Background: an optimization exercise with open tools, aiming at small area. Do not read the settings as production practice.
RTL that was checked went through simulation tests only; none was proved equivalent to the original.
No driver is modelled on the clock port, so clock power and skew are understated where the tree is cut down; a real chip needs a root buffer or a tree.
Power is estimated from default activity; no workload was simulated.

==> module traffic_light, before the edit <==
module traffic_light(
    input  logic       clk, reset, start,
    output logic [1:0] light_color
);
    logic [2:0] k, k_n;
    logic [1:0] c_n;
    assign k_n[0] = ~((k[1] & ~k[2] & ~light_color[0] & ~light_color[1] & ~reset) | (~k[0] & ~start & ~reset) | (k[1] & k[2] & start & ~reset));
    assign k_n[1] = ~((~k[1] & ~start & ~reset) | (k[1] & ~k[2] & ~light_color[0] & ~reset) | (~k[0] & start & ~reset));
    assign k_n[2] = ~((~k[1] & ~k[2] & ~reset) | (~k[0] & ~k[1] & start & ~reset));
    assign c_n[0] = ~((~light_color[0] & ~start) | (~k[1] & ~light_color[0]) | (k[2] & ~light_color[0]) | (reset) | (light_color[1]) | (k[1] & ~k[2] & light_color[0] & start));
    assign c_n[1] = (light_color[1] & ~start) | (k[1] & ~k[2] & light_color[0] & start) | (~k[1] & light_color[1]) | (k[2] & light_color[1]) | (reset);
    always_ff @(posedge clk) begin
        k <= k_n;
        light_color <= c_n;
    end
endmodule
clock: 10.0 ns
lec_check: 0
cap_margin: 20
core_margin: 2
core_utilization: 40
slew_margin: 20
standard.sh (not shown) runs the stock make flow with config.mk's settings and CLKGATE_MAP_FILE= SYNTH_SCRIPT=/design/flow/synth_recipe.tcl, a recipe that flattens the netlist after the stock synthesis.
==> flow/flow/run.sh <==
#!/bin/bash
# The standard layout (standard.sh) with three changes:
# - synthesis maps with area-oriented ABC scripts, keeping the smallest
#   result (flow/synth.tcl,
#   flow/abc_scripts.txt),
# - each port gets the smallest buffer (buf_1),
# - the clock tree is built without dummy load cells, and without its
#   root buffer, with leaf buffers sized to their loads (flow/post_cts.tcl).
set -euo pipefail
W=$PWD
export AREA_ABC_SCRIPTS=$W/flow/abc_scripts.txt
export AREA_ABC_TMP=$W
export FLOW_SYNTH_TCL=$W/synth_recipe.tcl
export BUFFER_PORTS_ARGS="-buffer_cell sky130_fd_sc_hd__buf_1"
export CTS_ARGS="-sink_clustering_enable -repair_clock_nets -dont_use_dummy_load"
export POST_CTS_TCL=$W/flow/post_cts.tcl
sed "s|SYNTH_SCRIPT=[^ ]*|SYNTH_SCRIPT=$W/flow/synth.tcl|" standard.sh > area_standard.sh
bash area_standard.sh > standard.log 2>&1
Other scripts of this flow, unchanged in this note and not shown: flow/flow/abc_scripts.txt, flow/flow/post_cts.tcl, flow/flow/synth.tcl
Rerun with:
--- a/flow/design.v
+++ b/flow/design.v
@@ -3,13 +3,13 @@
     output logic [1:0] light_color
 );
     logic [2:0] k, k_n;
     logic [1:0] c_n;
-    assign k_n[0] = ~((k[1] & ~k[2] & ~light_color[0] & ~light_color[1] & ~reset) | (~k[0] & ~start & ~reset) | (k[1] & k[2] & start & ~reset));
-    assign k_n[1] = ~((~k[1] & ~start & ~reset) | (k[1] & ~k[2] & ~light_color[0] & ~reset) | (~k[0] & start & ~reset));
-    assign k_n[2] = ~((~k[1] & ~k[2] & ~reset) | (~k[0] & ~k[1] & start & ~reset));
-    assign c_n[0] = ~((~light_color[0] & ~start) | (~k[1] & ~light_color[0]) | (k[2] & ~light_color[0]) | (reset) | (light_color[1]) | (k[1] & ~k[2] & light_color[0] & start));
-    assign c_n[1] = (light_color[1] & ~start) | (k[1] & ~k[2] & light_color[0] & start) | (~k[1] & light_color[1]) | (k[2] & light_color[1]) | (reset);
+    assign k_n[0] = (k[0] & k[1] & ~reset) | (k[1] & k[2] & start & ~reset);
+    assign k_n[1] = (k[1] & ~start & ~reset) | (k[0] & ~k[1] & ~light_color[0] & ~reset) | (k[2] & start & ~reset);
+    assign k_n[2] = (k[0] & ~k[1] & ~light_color[0] & ~light_color[1] & ~reset) | (k[2] & ~start & ~reset) | (~k[0] & ~k[1] & start & ~reset);
+    assign c_n[0] = ~((~light_color[0] & ~start) | (~k[0] & ~light_color[0]) | (reset) | (k[0] & ~k[1] & light_color[0] & start) | (k[1] & ~light_color[0]) | (light_color[1]));
+    assign c_n[1] = (light_color[1] & ~start) | (k[0] & ~k[1] & light_color[0] & start) | (~k[0] & light_color[1]) | (k[1] & light_color[1]) | (reset);
     always_ff @(posedge clk) begin
         k <= k_n;
         light_color <= c_n;
     end
Result:
- The changed run went through all stages and came out clean
- wire length falls by a few percent
- sequential power stays flat
- final area increases slightly
- global-route usage went down by 0.85 points
- final cell count rose slightly
- die area came out higher slightly
- count of clock-buffer cells in the layout is unchanged
- non-clock buffer count is unchanged
- clock power drops by a few percent
- critical path depth grows by 2
- setup slack gets better by 120 ps
- worst hold slack loses 9.2 ps
- utilization grows by 0.20 points
- clock skew went up by 19 ps
For the second run of this note, only the layout was checked, not whether the RTL still works.

==> static timing again, ports no longer ideal <==
How much do the figures lean on ideal ports? The routed layouts below were timed once more, with nothing changed but the port constraints.
Step 1, drivers: a clkbuf_16 drives clk and a buf_2 each remaining input, both assumed.
Step 2 moves the port delays by t, midway between the first and last clock arrival at a register: inputs arrive t later, outputs are due t later. That takes back most of the time a late clock gives input paths.
Slacks: ideal / step 1 / step 2; pairs: ideal / step 1.
| run | t, ns | slack for setup (ns) | clock arrival spread, ns |
|---|---|---|---|
| the first run | 0.188 | 6.795 / 6.825 / 6.638 | 0.006 / 0.005 |
| the second run | 0.197 | 6.918 / 6.942 / 6.746 | 0.025 / 0.025 |
After both steps every run listed still meets setup and hold. The setup slack of the second run, which loses most, moves by +0.024 ns with the drivers and by -0.172 ns with both steps.
